What follows belongs to an exercise in optimizing a design on an open flow for small area, a short achievable clock period and few clock cycles; a production flow would make more cautious choices. Where RTL was checked, it was by simulation tests only, not by an equivalence proof against the original.

// mult1
module mult1(clk, rst, start, ack, multiplicand, multiplier, product, done);
Size in the first run: ~1100 cells after synthesis, about 170 flip-flops, roughly 130 I/O pins.
==> flow/config.mk <==
export PLATFORM = sky130hd
export DESIGN_NAME = mult1
export DESIGN_NICKNAME = mult1
export VERILOG_FILES = /design/flow/design.v
export SDC_FILE = /design/flow/constraint.sdc
export NUM_CORES = 4
export LEC_CHECK = 0
export CAP_MARGIN = 20
export CORE_MARGIN = 2
export CORE_UTILIZATION = 75
export SETUP_SLACK_MARGIN = 2.0
export SLEW_MARGIN = 20
export SYNTH_HIERARCHICAL = 1
export SYNTH_MINIMUM_KEEP_SIZE = 0
==> flow/constraint.sdc <==
create_clock -name core_clock -period 5.0 [get_ports {clk}]
set_input_delay 1.0000 -clock core_clock [delete_from_list [all_inputs] [get_ports {clk}]]
set_output_delay 1.0000 -clock core_clock [all_outputs]
set_load 0.01 [all_outputs]
standard.sh (not shown) runs the stock make flow with config.mk's settings and CLKGATE_MAP_FILE= SYNTH_SCRIPT=/design/flow/synth_recipe.tcl, a recipe that flattens the netlist after the stock synthesis.
==> flow/flow/run.sh <==
#!/bin/bash
# The standard layout (standard.sh: the ORFS synthesis and flow), with one change:
# the port buffers that ORFS's buffer_ports inserts are the small sky130_fd_sc_hd__buf_1
# instead of the delay-cell buffer it picks by default. Every port still gets a buffer.
set -euo pipefail
export BUFFER_PORTS_ARGS="-buffer_cell sky130_fd_sc_hd__buf_1"
bash standard.sh finish > standard.log 2>&1
The baseline passed the timing, DRC and antenna checks.
Testbench counts at the start, summed over its fixed seeds: cycles 3,299.
Edit:
- CORE_UTILIZATION: 75 -> 65
- CTS_BUF_LIST: not set -> sky130_fd_sc_hd__clkbuf_4 sky130_fd_sc_hd__clkbuf_8
- SETUP_SLACK_MARGIN: 2.0 -> 2.2
The changed run completed without violations.
Utilization fell by 12 points.
Clock-buffer cell count fell by 4.
Edit:
==> flow/flow/run.sh (replaced) <==
#!/bin/bash
# The standard layout (standard.sh: the ORFS synthesis and flow), with two changes:
# the port buffers that ORFS's buffer_ports inserts are the small sky130_fd_sc_hd__buf_1
# instead of the delay-cell buffer it picks by default (every port still gets a buffer),
# and clock tree synthesis adds no dummy load cells at the leaves.
set -euo pipefail
export BUFFER_PORTS_ARGS="-buffer_cell sky130_fd_sc_hd__buf_1"
export CTS_ARGS="-sink_clustering_enable -repair_clock_nets -dont_use_dummy_load -buf_list {sky130_fd_sc_hd__clkbuf_4 sky130_fd_sc_hd__clkbuf_8}"
bash standard.sh finish > standard.log 2>&1
After rerunning: The changed run passed the timing, DRC and antenna checks; cell area falls by 0.97%; via count is about the same; routed wire length barely changes; synthesized area is unchanged; non-clock buffer count does not change; worst hold slack gains 17 ps; first-iteration DRC count falls by 2.8%.
Edit:
==> flow/flow/run.sh (replaced) <==
#!/bin/bash
# The standard layout (standard.sh: the ORFS synthesis and flow), with one change:
# the port buffers that ORFS's buffer_ports inserts are the small sky130_fd_sc_hd__buf_1
# instead of the delay-cell buffer it picks by default. Every port still gets a buffer.
set -euo pipefail
export BUFFER_PORTS_ARGS="-buffer_cell sky130_fd_sc_hd__buf_1"
bash standard.sh finish > standard.log 2>&1
- CTS_BUF_LIST: sky130_fd_sc_hd__clkbuf_4 sky130_fd_sc_hd__clkbuf_8 -> not set
- SETUP_SLACK_MARGIN: 2.2 -> 1.7
What happened: The new run completed with no timing, DRC or antenna violations. Synthesized cell count is unchanged. Maximum frequency fell by 14%. Worst hold slack gets better by 12 ps. Die area stays the same. Worst setup slack degrades by 450 ps. Wire length increases by about 0.6%. First-iteration DRC count shrinks by about 9%.

---

Another version of the RTL of mult1 (not shown whole).
Size in the first run: about 140 flip-flops, roughly 130 I/O pins, roughly 11000 um2 of cells after synthesis.
export LEC_CHECK = 0
export ABC_CLOCK_PERIOD_IN_PS = 2500
export CAP_MARGIN = 20
export CORE_MARGIN = 2
export CORE_UTILIZATION = 40
export SETUP_SLACK_MARGIN = 2.5
export SLEW_MARGIN = 20
create_clock -name core_clock -period 5.0 [get_ports {clk}]
run.sh (not shown) runs the stock make flow with config.mk's settings and CLKGATE_MAP_FILE= SYNTH_SCRIPT=/design/flow/synth_recipe.tcl, a recipe that flattens the netlist after the stock synthesis.
Stock flow here: none of the scripts above is used.
The first run passed the timing, DRC and antenna checks.
Testbench counts at the start, summed over its fixed seeds: cycles 5,119.
Then changed:
ABC_CLOCK_PERIOD_IN_PS = default   (was 2500)
SETUP_SLACK_MARGIN = 3.5   (was 2.5)
What happened:
- The changed run ran to the end with no violations
- hold slack gets better by 0.039 ns
- clock-buffer cell count stays the same
- final area is higher by 9.8%
- synthesized cell count stays the same
- critical path depth is unchanged
- first-iteration DRC count is higher by 31%
- setup slack gains 0.045 ns
Then changed:
SETUP_SLACK_MARGIN = default   (was 3.5)
The changed run finished clean.
Design area came out lower by 18%.
Maximum frequency drops by 17%.
Via count fell by 11%.
Sequential cell count stays the same.
Die area is unchanged.
Worst hold slack got worse by 0.037 ns.
Worst setup slack got worse by 0.55 ns.

---

== run 1 ==
RTL: one of the versions met above, not the one the previous note started from.
Size in the first run: roughly 170 flip-flops, ~130 I/O pins, roughly 13000 µm² of cells after synthesis.
clock: 5.0 ns
lec_check: 0
cap_margin: 20
core_margin: 2
core_utilization: 65
setup_slack_margin: 2.3
slew_margin: 20
synth_hierarchical: 1
synth_minimum_keep_size: 0
standard.sh (not shown) runs the stock make flow with config.mk's settings and CLKGATE_MAP_FILE= SYNTH_SCRIPT=/design/flow/synth_recipe.tcl, a recipe that flattens the netlist after the stock synthesis.
==> flow/flow/run.sh <==
#!/bin/bash
# The standard layout (standard.sh: the ORFS synthesis and flow), with two changes:
# the port buffers that ORFS's buffer_ports inserts are the small sky130_fd_sc_hd__buf_1
# instead of the delay-cell buffer it picks by default (every port still gets a buffer),
# and after timing repair ORFS's power recovery downsizes cells off the critical paths.
set -euo pipefail
export BUFFER_PORTS_ARGS="-buffer_cell sky130_fd_sc_hd__buf_1"
export RECOVER_POWER=100
bash standard.sh finish > standard.log 2>&1
Run 1 finished every stage; the final checks, however, were not passed, the failures being capacitance limit, slew limit.
Testbench counts of run 1, summed over its fixed seeds: cycles 3,299.
Modified inputs, run 2 compared to run 1
- a change of SETUP_SLACK_MARGIN from 2.3 to 2.2
- an added TNS_END_PERCENT of 20
-- flow/flow/run.sh --
<<< run 1, line 5
# and after timing repair ORFS's power recovery downsizes cells off the critical paths.
>>> run 2, line 5
# and clock tree synthesis adds no dummy load cells at the leaves.
<<< run 1, line 8
export RECOVER_POWER=100
>>> run 2, line 8
export CTS_ARGS="-sink_clustering_enable -repair_clock_nets -dont_use_dummy_load -buf_list {sky130_fd_sc_hd__clkbuf_4 sky130_fd_sc_hd__clkbuf_8}"
### Flow results
Per the final summary, run 2 finished and its layout is clean on timing, DRC and antenna.
Summary of run 2 over run 1: clock buffer and inverter area fraction after layout -2.5 points, share of synthesized registers carrying an async set or reset ~0 delta.
| met2 routing resource usage after global routing | lower: run 2 |
Going from run 1 to run 2, post-route cell area shrank by a few percent.
Compared with run 1, run 2 shows sequential share of layout area higher by 1.3 points.
Looking at all-layer global routing usage, run 2 sits 1.1 points lower than run 1 does.
Run 2 vs. run 1: maximum frequency rose 32%; non-clock buffer count fell 20%.
The following lists how run 3 was set up differently from run 2:
- CORE_UTILIZATION now 55, was 65
- SETUP_SLACK_MARGIN now 2.0, was 2.2
- TNS_END_PERCENT no longer set, was 20
==> flow/flow/run.sh <==
#!/bin/bash
# The standard layout (standard.sh: the ORFS synthesis and flow), with one change:
# the port buffers that ORFS's buffer_ports inserts are the small sky130_fd_sc_hd__buf_1
# instead of the delay-cell buffer it picks by default. Every port still gets a buffer.
set -euo pipefail
export BUFFER_PORTS_ARGS="-buffer_cell sky130_fd_sc_hd__buf_1"
bash standard.sh finish > standard.log 2>&1
[summary]
Run 3 finished end to end and its layout was clean on timing, DRC and antenna.
Compared with run 2, in run 3 hold slack saw an increase; minimum setup slack in the final design decreased 110 ps; non-clock buffer count up 4.
Run 2 → run 3: core utilization shows a reduction of 9.9 points, final critical path time including I/O delays and setup picked up an extra 110 ps, total number of vias fell by 207, number of antenna violations at the first check in global routing increased by 1 relative to the old numbers, maximum number of pins on one net before global-route repair lost 16.
> inputs changed (run 3 -> run 4)
- swapping 55 for 65 in CORE_UTILIZATION
- putting CTS_BUF_LIST at sky130_fd_sc_hd__clkbuf_4 sky130_fd_sc_hd__clkbuf_8 where nothing was set
- swapping 2.0 for 2.1 in SETUP_SLACK_MARGIN
### Flow results
Run 4 improves on run 3 in die area.
Summary — sequential share of cell area, run 4 relative to run 3: higher, by 0.80 points.
Per the comparison of run 4 with run 3, hold slack went down, final cell utilization of the core went up by 10 points.
Delta (run 4 minus run 3): wire length now smaller, shortest clock period the worst path allows after layout now smaller.
The higher transition at the pin with the smallest max-transition slack of run 3 and run 4 is in run 3.
Edits applied to the flow inputs when going from run 4 to run 5:
- CORE_UTILIZATION changed from 65 to 55
- SETUP_SLACK_MARGIN changed from 2.1 to 2.5
- CTS_BUF_LIST removed (was sky130_fd_sc_hd__clkbuf_4 sky130_fd_sc_hd__clkbuf_8)
## What came out
Fraction of area in registers | run 5 below run 4. Run 5 vs run 4 — global-route wire length before repair climbed by more than 10%. In run 5 relative to run 4, die area had gone up by more than 10%. Comparing run 5 and run 4, global-route usage is higher on run 4. Re worst setup slack: run 5 and run 4 aren't equal, and the higher value belongs to run 5.

---

Another version of the RTL of mult1 (not shown whole).
Size in the first run: roughly 1200 cells after synthesis, ~180 flip-flops, roughly 130 I/O pins, roughly 14000 µm² of cells after synthesis.
==> flow/config.mk <==
export PLATFORM = sky130hd
export DESIGN_NAME = mult1
export DESIGN_NICKNAME = mult1
export VERILOG_FILES = /design/flow/design.v
export SDC_FILE = /design/flow/constraint.sdc
export NUM_CORES = 4
export LEC_CHECK = 0
export CAP_MARGIN = 20
export CORE_MARGIN = 2
export CORE_UTILIZATION = 65
export SETUP_SLACK_MARGIN = 2.4
export SLEW_MARGIN = 20
export SYNTH_HIERARCHICAL = 1
export SYNTH_MINIMUM_KEEP_SIZE = 0
==> flow/constraint.sdc <==
create_clock -name core_clock -period 5.0 [get_ports {clk}]
set_input_delay 1.0000 -clock core_clock [delete_from_list [all_inputs] [get_ports {clk}]]
set_output_delay 1.0000 -clock core_clock [all_outputs]
set_load 0.01 [all_outputs]
==> flow/flow/run.sh <==
#!/bin/bash
# The standard layout (standard.sh: the ORFS synthesis and flow), with one change:
# the port buffers that ORFS's buffer_ports inserts are the small sky130_fd_sc_hd__buf_1
# instead of the delay-cell buffer it picks by default. Every port still gets a buffer.
set -euo pipefail
export BUFFER_PORTS_ARGS="-buffer_cell sky130_fd_sc_hd__buf_1"
bash standard.sh finish > standard.log 2>&1
The baseline completed without violations.
==> next run, changes <==
--- a/flow/config.mk
+++ b/flow/config.mk
@@ -11 +11 @@
-export SETUP_SLACK_MARGIN = 2.4
+export SETUP_SLACK_MARGIN = 2.0
Result: Via count decreases by about 7%. Routed wire length fell by about 9%. Non-clock buffer count shrinks by 104. Worst setup slack is worse by 0.15 ns. Worst hold slack gets better by 0.0035 ns.
No run of this note included a check of the RTL's function; only the layout flow was run.

---

Setup of build 19:
Another version of the RTL of mult1 (not shown whole).
Size in the first run: about 13000 um^2 of cells after synthesis.
Settings: LEC_CHECK=0, CAP_MARGIN=20, CORE_MARGIN=2, CORE_UTILIZATION=65, SETUP_SLACK_MARGIN=2.2, SLEW_MARGIN=20, SYNTH_HIERARCHICAL=1, SYNTH_MINIMUM_KEEP_SIZE=0; clock period 5.0 ns.
Scripts as last shown in full above: flow/flow/run.sh
Changes in build 86 relative to build 19:
==> flow/flow/run.sh <==
#!/bin/bash
# The standard layout (standard.sh: the ORFS synthesis and flow), with two changes:
# the port buffers that ORFS's buffer_ports inserts are the small sky130_fd_sc_hd__buf_1
# instead of the delay-cell buffer it picks by default (every port still gets a buffer),
# and clock tree synthesis adds no dummy load cells at the leaves.
set -euo pipefail
export BUFFER_PORTS_ARGS="-buffer_cell sky130_fd_sc_hd__buf_1"
export CTS_ARGS="-sink_clustering_enable -repair_clock_nets -dont_use_dummy_load -buf_list {sky130_fd_sc_hd__clkbuf_4 sky130_fd_sc_hd__clkbuf_8}"
bash standard.sh finish > standard.log 2>&1
[summary]
- Looking at build 19 and build 86, the routed wirelength normalized by instance count is a wash.
- On multi-input combinational cell area, build 19 and build 86 are basically level.
- | number of setup buffers added after CTS | build 86 vs build 19 | 1 lower |
- Wire length: build 86 < build 19
- Cell with the largest stage delay on the worst path = dfxtp_2: build 19; cell with the largest stage delay on the worst path = dfxtp_1: build 86
- Maximum clock rate essentially unchanged between build 86 and build 19.
Edits applied to the flow inputs when going from build 86 to build 22:
Settings: SETUP_SLACK_MARGIN: 2.2 -> 2.0.
==> flow/flow/run.sh <==
#!/bin/bash
# The standard layout (standard.sh: the ORFS synthesis and flow), with one change:
# the port buffers that ORFS's buffer_ports inserts are the small sky130_fd_sc_hd__buf_1
# instead of the delay-cell buffer it picks by default. Every port still gets a buffer.
set -euo pipefail
export BUFFER_PORTS_ARGS="-buffer_cell sky130_fd_sc_hd__buf_1"
bash standard.sh finish > standard.log 2>&1
--- outcome ---
- Build 22 completed every stage of the flow, and the final layout passed the timing, DRC and antenna checks.
- Relative to build 86, hold slack has increased by 0.035 ns in build 22.
- Changes observed in build 22 relative to build 86: final-layout non-clock buffer area share went down by 0.70 points, share of cell area taken by flip-flops and latches now sits lower.
- Delta (build 22 minus build 86): final worst setup slack lower, detailed-route wire length now sits lower.
- In terms of final setup violation count, build 86 and build 22 differ only marginally.
Function was not checked in any run of this note: the RTL went through the layout flow alone.

---

Another version of the RTL of mult1 (not shown whole).
For scale: roughly 140 flip-flops, roughly 130 I/O pins.
clock: 5.0 ns
lec_check: 0
cap_margin: 20
core_margin: 2
core_utilization: 40
setup_slack_margin: 2.5
slew_margin: 20
synth_hierarchical: 1
synth_minimum_keep_size: 0
run.sh (not shown) runs the stock make flow with config.mk's settings and CLKGATE_MAP_FILE= SYNTH_SCRIPT=/design/flow/synth_recipe.tcl, a recipe that flattens the netlist after the stock synthesis.
Stock flow here: none of the scripts above is used.
The first run produced a clean layout.
Testbench counts at the start, summed over its fixed seeds: cycles 5,119.
Next try:
==> flow/flow/run.sh (new file) <==
#!/bin/bash
# The standard layout (standard.sh: the ORFS synthesis and flow), with one change:
# the port buffers that ORFS's buffer_ports inserts are the small sky130_fd_sc_hd__buf_1
# instead of the delay-cell buffer it picks by default. Every port still gets a buffer.
set -euo pipefail
export BUFFER_PORTS_ARGS="-buffer_cell sky130_fd_sc_hd__buf_1"
bash standard.sh finish > standard.log 2>&1
==> flow/standard.sh (new file) <==
#!/bin/bash
# synth_recipe.tcl (not shown) runs the flow's synth.tcl, then flattens the netlist and writes it again
# the make line also repeats each setting of config.mk as NAME=value (left out here)
make -C /OpenROAD-flow-scripts/flow DESIGN_CONFIG=/design/flow/config.mk WORK_HOME=/design/flow/orfs CLKGATE_MAP_FILE= SYNTH_SCRIPT=/design/flow/synth_recipe.tcl "${@:-finish}"
removed: flow/run.sh
The changed run ran to the end with no violations; synthesized cell count stays the same; sequential share of layout area grows by 2.6 points; utilization shrinks by 5.2 points.
Next try:
==> flow/run.sh (new file) <==
#!/bin/bash
# synth_recipe.tcl (not shown) runs the flow's synth.tcl, then flattens the netlist and writes it again
# the make line also repeats each setting of config.mk as NAME=value (left out here)
make -C /OpenROAD-flow-scripts/flow DESIGN_CONFIG=/design/flow/config.mk WORK_HOME=/design/flow/orfs CLKGATE_MAP_FILE= SYNTH_SCRIPT=/design/flow/synth_recipe.tcl finish
Settings changed: SETUP_SLACK_MARGIN 2.5 to 2.0.
removed: flow/flow/run.sh
removed: flow/standard.sh
Result: Non-clock buffer count goes down by 23; fmax goes up by 0.63%; area after synthesis stays the same; setup slack gets better by 0.018 ns; utilization barely changes.

[port drivers added, routing unchanged]
Ports are ideal in the flow. The routed layouts listed here were re-timed in OpenROAD. Step 1: set_driving_cell puts a clkbuf_16 on clk and a buf_2 on each other input, an assumption about the parent block. Step 2 times the ports against the registers' clock, not the clock port: input delays grow and output delays shrink by t, the midpoint of the rising clock arrivals with the driver on. a / b / c = no drivers / after step 1 / after step 2; a / b = the first two.
run | t, ns | slack for setup (ns) | worst hold slack (ns) | slew at the worst register clock pin (ns) | worst slew at a driven data input, ns
the first run of note 1 | 0.481 | 2.053 / 2.053 / 1.833 | 0.471 / 0.456 / 0.471 | 0.07 / 0.07 | 0.04
the second run of note 1 | 0.502 | 2.236 / 2.236 / 1.950 | 0.428 / 0.409 / 0.461 | 0.11 / 0.11 | 0.04
the third run of note 1 | 0.489 | 2.267 / 2.267 / 1.953 | 0.445 / 0.422 / 0.459 | 0.11 / 0.11 | 0.04
the fourth run of note 1 | 0.470 | 1.821 / 1.821 / 1.821 | 0.457 / 0.447 / 0.457 | 0.07 / 0.07 | 0.04
the first run of note 2 | 0.491 | 2.266 / 2.266 / 2.066 | 0.437 / 0.437 / 0.437 | 0.08 / 0.08 | 0.04
the second run of note 2 | 0.484 | 2.311 / 2.311 / 2.256 | 0.475 / 0.475 / 0.475 | 0.08 / 0.08 | 0.05
the third run of note 2 | 0.477 | 1.763 / 1.715 / 1.386 | 0.438 / 0.438 / 0.438 | 0.07 / 0.07 | 0.04
run 1 | 0.473 | 1.324 / 1.324 / 1.235 | 0.456 / 0.445 / 0.456 | 0.07 / 0.07 | 0.04
run 2 | 0.486 | 2.211 / 2.211 / 1.969 | 0.444 / 0.424 / 0.459 | 0.10 / 0.10 | 0.04
run 3 | 0.488 | 2.098 / 2.098 / 1.738 | 0.464 / 0.441 / 0.464 | 0.08 / 0.08 | 0.05
run 4 | 0.500 | 2.157 / 2.157 / 2.015 | 0.426 / 0.406 / 0.461 | 0.10 / 0.10 | 0.04
run 5 | 0.494 | 2.260 / 2.260 / 2.104 | 0.464 / 0.446 / 0.464 | 0.09 / 0.09 | 0.06
the first run of note 4 | 0.484 | 2.203 / 2.203 / 2.104 | 0.457 / 0.457 / 0.457 | 0.09 / 0.09 | 0.05
the second run of note 4 | 0.485 | 2.049 / 2.049 / 1.936 | 0.461 / 0.461 / 0.461 | 0.08 / 0.08 | 0.05
build 19 | 0.494 | 2.112 / 2.112 / 1.867 | 0.462 / 0.442 / 0.462 | 0.08 / 0.08 | 0.06
build 86 | 0.506 | 2.114 / 2.114 / 1.747 | 0.427 / 0.401 / 0.467 | 0.11 / 0.11 | 0.07
build 22 | 0.492 | 2.003 / 2.003 / 1.794 | 0.462 / 0.440 / 0.462 | 0.08 / 0.08 | 0.07
the first run of note 6 | 0.486 | 1.950 / 1.950 / 1.950 | 0.442 / 0.442 / 0.442 | 0.08 / 0.08 | 0.05
the second run of note 6 | 0.489 | 2.030 / 2.030 / 2.030 | 0.434 / 0.434 / 0.434 | 0.08 / 0.08 | 0.04
the third run of note 6 | 0.492 | 2.048 / 2.048 / 1.667 | 0.461 / 0.461 / 0.461 | 0.08 / 0.08 | 0.06
The setup slack of the third run of note 6, which loses most, moves by 0.000 ns with the drivers and by -0.381 ns with both steps.
